This is an optimization exercise on Yosys and OpenROAD, whose aim is small area, not a production implementation. At most, simulation tests tie the RTL to the original design; equivalence was not proved. No activity file was given, so power comes from the tool's default toggle rates. The flow treats the clock pin as an ideal source, which a real chip does not have.

==> run R: inputs <==
==> flow/design.v <==
module Hough(
	input wire			nReset,
	input wire			Clk,
	input wire 	[7:0]	PixelIn,
	input wire			FrameIn,
	input wire			LineIn,
	output reg	[7:0]	PixelOut,
	output reg			FrameOut,
	output reg			LineOut
);
	localparam N = 105;
	reg [6*N-1:0] line;
	always @(posedge Clk)
		line <= {line[6*N-7:0], PixelIn[7:2]};
	reg [5:0] ci;		 
	reg [5:0] Wm1;		 
	reg [7:0] ri;		 
	reg [7:0] Hm1;		 
	always @(posedge Clk) begin
		if (LineIn) begin
			ci  <= 6'd0;
			Wm1 <= ci;
		end else
			ci  <= ci + 6'd1;
	end
	always @(posedge Clk or negedge nReset) begin
		if (!nReset)
			ri <= 8'd254;
		else if (FrameIn)
			ri <= 8'd0;
		else if (LineIn)
			ri <= ri + 8'd1;
	end
	always @(posedge Clk)
		if (FrameIn) Hm1 <= ri;
	reg [5:0] m1, m2;
	integer i;
	always @* begin
		m1 = 6'd0;
		m2 = 6'd0;
		for (i = 2; i <= 48; i = i + 1) begin
			if (Wm1 == i) begin
				m1 = m1 | line[6*(101-i) +: 6];
				m2 = m2 | line[6*(100-2*i) +: 6];
			end
		end
	end
	reg [5:0] T1, T2, U1, U2;
	always @(posedge Clk) begin
		T1 <= m1;
		T2 <= T1;
		U1 <= m2;
		U2 <= U1;
	end
	wire [5:0] p0 = line[6*104 +: 6];
	wire [5:0] p1 = line[6*103 +: 6];
	wire [5:0] p2 = line[6*102 +: 6];
	function [5:0] absd(input [5:0] a, input [5:0] b);
		absd = (a > b) ? a - b : b - a;
	endfunction
	wire [5:0] ha = absd(p0, p2);
	wire [5:0] hb = absd(T2, m1);
	wire [5:0] hc = absd(U2, m2);
	wire [5:0] vd = absd(p0, U2);
	wire [5:0] ve = absd(p1, U1);
	wire [5:0] vf = absd(p2, m2);
	wire [7:0] sum = ha[5:1] + hb + hc[5:1] + vd[5:1] + ve + vf[5:1];
	reg [6:0] s;
	reg [5:0] co;
	reg [7:0] ro;
	reg       q;
	always @(posedge Clk or negedge nReset) begin
		if (!nReset)
			s <= 7'd0;
		else if (s != 7'd105)
			s <= s + 7'd1;
	end
	always @(posedge Clk) begin
		if (s == 7'd104) begin
			co <= 6'd0;
			ro <= 8'd0;
		end else if (co == Wm1) begin
			co <= 6'd0;
			ro <= (ro == Hm1) ? 8'd0 : ro + 8'd1;
		end else
			co <= co + 6'd1;
	end
	wire mask = ({1'b0, co} + 7'd1 >= {1'b0, Wm1}) | ({1'b0, ro} + 9'd1 >= {1'b0, Hm1});
	always @(posedge Clk) begin
		q        <= (ro == {2'b0, co} + 8'd1);
		FrameOut <= (co == 6'd0) && (ro == 8'd0);
		LineOut  <= (co == 6'd0);
		PixelOut <= q ? 8'hFF : (mask ? 8'h00 : sum);
	end
endmodule
==> flow/run.sh <==
#!/bin/bash
# synth_recipe.tcl (not shown) runs the flow's synth.tcl, then flattens the netlist and writes it again
# the make line also repeats each setting of config.mk as NAME=value (left out here)
make -C /OpenROAD-flow-scripts/flow DESIGN_CONFIG=/design/flow/config.mk WORK_HOME=/design/flow/orfs CLKGATE_MAP_FILE= SYNTH_SCRIPT=/design/flow/synth_recipe.tcl finish
==> flow/config.mk <==
export PLATFORM = sky130hd
export DESIGN_NAME = Hough
export DESIGN_NICKNAME = Hough
export VERILOG_FILES = /design/flow/design.v
export SDC_FILE = /design/flow/constraint.sdc
export NUM_CORES = 8
export LEC_CHECK = 0
export CAP_MARGIN = 40
export CORE_MARGIN = 2
export CORE_UTILIZATION = 30
export SLEW_MARGIN = 40
==> flow/constraint.sdc <==
create_clock -name core_clock -period 10.0 [get_ports {Clk}]
set_input_delay 2.0000 -clock core_clock [delete_from_list [all_inputs] [get_ports {Clk}]]
set_output_delay 2.0000 -clock core_clock [all_outputs]
set_load 0.01 [all_outputs]
==> run G (differences from run R) <==
--- a/flow/design.v
+++ b/flow/design.v
@@ -57,12 +57,16 @@
 	wire [5:0] p2 = line[6*102 +: 6];
-	function [5:0] absd(input [5:0] a, input [5:0] b);
-		absd = (a > b) ? a - b : b - a;
-	endfunction
-	wire [5:0] ha = absd(p0, p2);
-	wire [5:0] hb = absd(T2, m1);
-	wire [5:0] hc = absd(U2, m2);
-	wire [5:0] vd = absd(p0, U2);
-	wire [5:0] ve = absd(p1, U1);
-	wire [5:0] vf = absd(p2, m2);
-	wire [7:0] sum = ha[5:1] + hb + hc[5:1] + vd[5:1] + ve + vf[5:1];
+	wire [6:0] ta = {1'b0, p0} + {1'b0, ~p2};
+	wire [6:0] tb = {1'b0, T2} + {1'b0, ~m1};
+	wire [6:0] tc = {1'b0, U2} + {1'b0, ~m2};
+	wire [6:0] td = {1'b0, p0} + {1'b0, ~U2};
+	wire [6:0] te = {1'b0, p1} + {1'b0, ~U1};
+	wire [6:0] tf = {1'b0, p2} + {1'b0, ~m2};
+	wire [4:0] xa = ta[5:1] ^ {5{~ta[6]}};
+	wire [5:0] xb = tb[5:0] ^ {6{~tb[6]}};
+	wire [4:0] xc = tc[5:1] ^ {5{~tc[6]}};
+	wire [4:0] xd = td[5:1] ^ {5{~td[6]}};
+	wire [5:0] xe = te[5:0] ^ {6{~te[6]}};
+	wire [4:0] xf = tf[5:1] ^ {5{~tf[6]}};
+	wire [5:0] cin = {ta[6] & ta[0], tb[6], tc[6] & tc[0], td[6] & td[0], te[6], tf[6] & tf[0]};
+	wire [7:0] sum = xa + xb + xc + xd + xe + xf + cin[0] + cin[1] + cin[2] + cin[3] + cin[4] + cin[5];
 	reg [6:0] s;
--- a/flow/config.mk
+++ b/flow/config.mk
@@ -10,2 +10,4 @@
 export CORE_UTILIZATION = 30
+export CTS_BUF_LIST = sky130_fd_sc_hd__clkbuf_4
+export CTS_CLUSTER_SIZE = 20
 export SLEW_MARGIN = 40
==> comparison <==
In sequential cell count, run G and run R do not differ. In run G the cell area is lower than in run R, by 2.7%. Sequential power is about the same in run R and run G. In run G the first-iteration DRC count is smaller than in run R, by about 26%. Wire length: run G is larger than run R (2.6%). Of run G and run R, run R has the higher core utilization (gap 0.28 points). Against run G, the setup slack of run R is better by 610 ps. In run R the total power is smaller than in run G, by about 2.7%.
The RTL of run G was laid out without a check of its function.

---

==> inputs of garnet <==
Another version of the RTL of Hough (not shown whole).
==> flow/design.v (excerpt) <==
module Hough(
	input wire			nReset,
	input wire			Clk,
	input wire 	[7:0]	PixelIn,
	input wire			FrameIn,
	input wire			LineIn,
	output reg	[7:0]	PixelOut,
	output reg			FrameOut,
	output reg			LineOut
);
==> module Hough, before the edit <==
module Hough(
	input wire			nReset,
	input wire			Clk,
	input wire 	[7:0]	PixelIn,
	input wire			FrameIn,
	input wire			LineIn,
	output reg	[7:0]	PixelOut,
	output reg			FrameOut,
	output reg			LineOut
);
	localparam N = 105;
	reg [6*N-1:0] line;
	always @(posedge Clk)
		line <= {line[6*N-7:0], PixelIn[7:2]};
	reg [5:0] Wm1;
	reg [7:0] ri;
	reg [7:0] Hm1;
	always @(posedge Clk or negedge nReset) begin
		if (!nReset)
			ri <= 8'd254;
		else if (FrameIn)
			ri <= 8'd0;
		else if (LineIn)
			ri <= ri + 8'd1;
	end
	always @(posedge Clk)
		if (FrameIn) Hm1 <= ri;
	wire [4:0] a = Wm1[5:1];
	wire       b = Wm1[0];
	wire [24:1] sel;
	wire [5:0]  M1, M2;
	genvar g, k;
	generate
		for (g = 1; g <= 24; g = g + 1) begin : dec
			assign sel[g] = (a == g);
		end
		for (k = 0; k < 6; k = k + 1) begin : tap
			wire [24:1] d1, d2;
			for (g = 1; g <= 24; g = g + 1) begin : pos
				assign d1[g] = line[6*(100-2*g) + k];
				assign d2[g] = line[6*(98-4*g) + k];
			end
			Select24 s1 (.d(d1), .s(sel), .y(M1[k]));
			Select24 s2 (.d(d2), .s(sel), .y(M2[k]));
		end
	endgenerate
	reg  [5:0] Q1, P1, P2, Q2a, Q2b, S1, S2;
	wire [5:0] X1 = b ? M1 : Q1;	 
	wire [5:0] X2 = b ? M2 : Q2b;	 
	always @(posedge Clk) begin
		Q1  <= M1;
		P1  <= X1;
		P2  <= P1;	 
		Q2a <= M2;
		Q2b <= Q2a;
		S1  <= X2;	 
		S2  <= S1;	 
	end
	wire [5:0] p0 = line[6*104 +: 6];	 
	wire [5:0] p2 = line[6*102 +: 6];	 
	wire [5:0] dv;
	reg  [5:0] ve;
	reg  [4:0] vd;
	always @(posedge Clk) begin
		ve <= dv;
		vd <= ve[5:1];
	end
	wire [7:0] sum;
	EdgeSum es (.p0(p0), .p2(p2), .X1(X1), .P2(P2), .X2(X2), .S2(S2),
		.ve(ve), .vd(vd), .dv(dv), .sum(sum));
	reg       run;
	reg [5:0] co;
	reg [7:0] ro;
	reg       Lc;		 
	reg       Lr;		 
	reg       q;
	wire [5:0] co1 = co + 6'd1;
	wire [7:0] ro1 = ro + 8'd1;
	wire       E = (co1 == Wm1);	 
	wire       F = (ro1 == Hm1);	 
	wire start = !run && (ro == 8'd104);
	always @(posedge Clk or negedge nReset) begin
		if (!nReset) begin
			run <= 1'b0;
			ro  <= 8'd0;
		end else if (!run) begin
			run <= start;
			ro  <= start ? 8'd0 : ro1;
		end else if (Lc)
			ro  <= Lr ? 8'd0 : ro1;
	end
	always @(posedge Clk) begin
		if (!run) begin
			co <= (LineIn || start) ? 6'd0 : co1;
			if (LineIn) Wm1 <= co;
			Lc <= 1'b0;
			Lr <= 1'b0;
		end else begin
			co <= Lc ? 6'd0 : co1;
			Lc <= !Lc && E;
			if (Lc) Lr <= !Lr && F;
		end
	end
	wire mask = Lc | E | Lr | F;
	always @(posedge Clk) begin
		q        <= (ro == {2'b0, co1});
		FrameOut <= (co == 6'd0) && (ro == 8'd0);
		LineOut  <= (co == 6'd0);
		PixelOut <= q ? 8'hFF : (mask ? 8'h00 : sum);
	end
endmodule
==> flow/config.mk <==
export PLATFORM = sky130hd
export DESIGN_NAME = Hough
export DESIGN_NICKNAME = Hough
export VERILOG_FILES = /design/flow/design.v
export SDC_FILE = /design/flow/constraint.sdc
export NUM_CORES = 8
export LEC_CHECK = 0
export CAP_MARGIN = 10
export CORE_MARGIN = 2
export CORE_UTILIZATION = 30
export CTS_BUF_LIST = sky130_fd_sc_hd__clkbuf_16
export CTS_CLUSTER_DIAMETER = 100
export CTS_CLUSTER_SIZE = 30
export SLEW_MARGIN = 10
export SYNTH_HIERARCHICAL = 1
==> flow/constraint.sdc <==
create_clock -name core_clock -period 10.0 [get_ports {Clk}]
set_input_delay 2.0000 -clock core_clock [delete_from_list [all_inputs] [get_ports {Clk}]]
set_output_delay 2.0000 -clock core_clock [all_outputs]
set_load 0.01 [all_outputs]
run.sh (not shown) runs the stock make flow with config.mk's settings and CLKGATE_MAP_FILE= SYNTH_SCRIPT=/design/flow/synth_recipe.tcl, a recipe that flattens the netlist after the stock synthesis.
==> willow (differences from garnet) <==
==> flow/flow/run.sh (new file) <==
#!/bin/bash
# Own layout flow: the standard flow (standard.sh) with a clock tree
# built without dummy loads, small port buffers and power recovery
# (down-sizing of gates off the critical paths) after global routing.
set -euo pipefail
export CTS_ARGS="-sink_clustering_enable -repair_clock_nets -dont_use_dummy_load -sink_clustering_size 30 -sink_clustering_max_diameter 100 -buf_list sky130_fd_sc_hd__clkbuf_16"
export BUFFER_PORTS_ARGS="-buffer_cell sky130_fd_sc_hd__buf_1"
export RECOVER_POWER=100
bash standard.sh > standard.log 2>&1
==> flow/standard.sh (new file) <==
#!/bin/bash
# synth_recipe.tcl (not shown) runs the flow's synth.tcl, then flattens the netlist and writes it again
# the make line also repeats each setting of config.mk as NAME=value (left out here)
make -C /OpenROAD-flow-scripts/flow DESIGN_CONFIG=/design/flow/config.mk WORK_HOME=/design/flow/orfs CLKGATE_MAP_FILE= SYNTH_SCRIPT=/design/flow/synth_recipe.tcl "${@:-finish}"
- CAP_MARGIN: 10 -> 20
- SLEW_MARGIN: 10 -> 20
removed: flow/run.sh
==> harbor (differences from garnet) <==
--- a/flow/design.v
+++ b/flow/design.v
@@ -29,9 +29,8 @@
 	wire       b = Wm1[0];
-	wire [24:1] sel;
+	wire [24:1] sel1, sel2;
 	wire [5:0]  M1, M2;
+	Decode24 dec1 (.a(a), .s(sel1));
+	Decode24 dec2 (.a(a), .s(sel2));
 	genvar g, k;
 	generate
-		for (g = 1; g <= 24; g = g + 1) begin : dec
-			assign sel[g] = (a == g);
-		end
 		for (k = 0; k < 6; k = k + 1) begin : tap
@@ -42,4 +41,4 @@
 			end
-			Select24 s1 (.d(d1), .s(sel), .y(M1[k]));
-			Select24 s2 (.d(d2), .s(sel), .y(M2[k]));
+			Select24 s1 (.d(d1), .s(sel1), .y(M1[k]));
+			Select24 s2 (.d(d2), .s(sel2), .y(M2[k]));
 		end
@@ -110,2 +109,13 @@
 	end
+endmodule
+module Decode24(
+	input wire [4:0] a,
+	output wire [24:1] s
+);
+	genvar g;
+	generate
+		for (g = 1; g <= 24; g = g + 1) begin : dec
+			assign s[g] = (a == g);
+		end
+	endgenerate
 endmodule
- CAP_MARGIN: 10 -> 20
- SLEW_MARGIN: 10 -> 20
==> results.txt <==
Run status
* no timing/DRC/antenna violations — status

Synth
* 0.0629 — adder and majority cell fraction of the synthesized area
* 0.768 — sequential share of the synthesized area

Cells and area
* dfxtp_1 (702), a22oi_1 (132), fa_1 (46), buf_4 (45), nor2_1 (43) — highest-count cells in the layout ignoring fill and taps
* 484 — comb_multi_in
* 2199 — number of standard cells in the final layout excluding fillers

Routing
* 9324 — routed via count
* 34600 um — final WL

Min path
* line[525] — worst hold start

Place
* 0.533 ns — pre-CTS setup slack
* 20800 sq um — Placement Cell Area

Timing
* 0.948 — final critical-path share of the clock period
* 0.0134 ns — post-route clock skew

Setup path
* 10.00 ns — data arrival at the endpoint of the critical path
* 29 — cell count of the worst reg-to-reg path
* 7 — maximum fanout along the worst path

Global routing
* 1 — number of antenna violations at the first check in global routing
* 32 — maximum number of pins on one net before global-route repair

Power
* 0.067 — part of the power in combinational logic

That was garnet.
==> results.txt <==
Run status
* failed layout checks — status
* max-capacitance violations, max-slew violations — violated layout checks

Power
* 0.064 — part of the power in combinational logic

Run
* 1 — # Max-Cap Violations

Timing
* 10 — number of max-slew violations in the final report
* 0.0483 ns — post-route clock skew

Cells and area
* 484 — comb_multi_in

Setup path
* 28 — cell count of the worst reg-to-reg path

Place
* 0.489 ns — pre-CTS setup slack
* 20700 sq um — Placement Cell Area

Min path
* line[527] — worst hold start

That was willow.
==> results.txt <==
Synth
* 0.0620 — adder and majority cell fraction of the synthesized area
* 0.757 — sequential share of the synthesized area

Setup path
* 10.05 ns — data arrival at the endpoint of the critical path
* 10 — maximum fanout along the worst path
* 28 — cell count of the worst reg-to-reg path

Run status
* no timing/DRC/antenna violations — status

Place
* 0.520 ns — pre-CTS setup slack
* 19 — number of port buffers
* 21100 sq um — Placement Cell Area

Routing
* 9751 — routed via count
* 38500 um — final WL

Global routing
* 32 — maximum number of pins on one net before global-route repair
* 1 — number of antenna violations at the first check in global routing

Cells and area
* 2236 — number of standard cells in the final layout excluding fillers
* dfxtp_1 (702), a22oi_1 (133), nor2_1 (62), buf_4 (56), fa_1 (46) — highest-count cells in the layout ignoring fill and taps
* 512 — comb_multi_in

Min path
* line[419] — worst hold start

Floorplan
* 855 — Tapcells

Timing
* 0.0586 ns — post-route clock skew
* 0.954 — final critical-path share of the clock period

That was harbor.
For harbor, only the layout was checked, not whether the RTL still works.

-- separate check: timing with driven ports --
No port has a modelled driver above. Below, the same layouts with a new extraction and two added sets of constraints. Step 1, drivers: a clkbuf_16 drives Clk and a buf_2 each remaining input, both assumed. Step 2, shift: input delay + t, output delay - t, t = (earliest + latest rising clock arrival at the registers) / 2. This alone moves slack from input paths to output paths. Slacks: no drivers / after step 1 / after step 2; pairs: no drivers / after step 1.
| run | t, ns | setup slack, ns | hold WS [ns] | worst setup path after step 2 | worst data-port slew with drivers (ns) |
|---|---|---|---|---|---|
| run R | 0.661 | 1.985 / 1.985 / 1.985 | 0.312 / 0.312 / 0.312 | register to register | 0.03 |
| run G | 1.071 | 1.371 / 1.371 / 1.371 | 0.275 / 0.275 / 0.275 | register to register | 0.04 |
| garnet | 0.643 | 0.516 / 0.516 / 0.516 | 0.329 / 0.329 / 0.329 | register to register | 0.04 |
| willow | 0.629 | 0.415 / 0.415 / 0.415 | 0.306 / 0.306 / 0.306 | register to register | 0.04 |
| harbor | 0.661 | 0.455 / 0.455 / 0.455 | 0.292 / 0.292 / 0.292 | register to register | 0.07 |
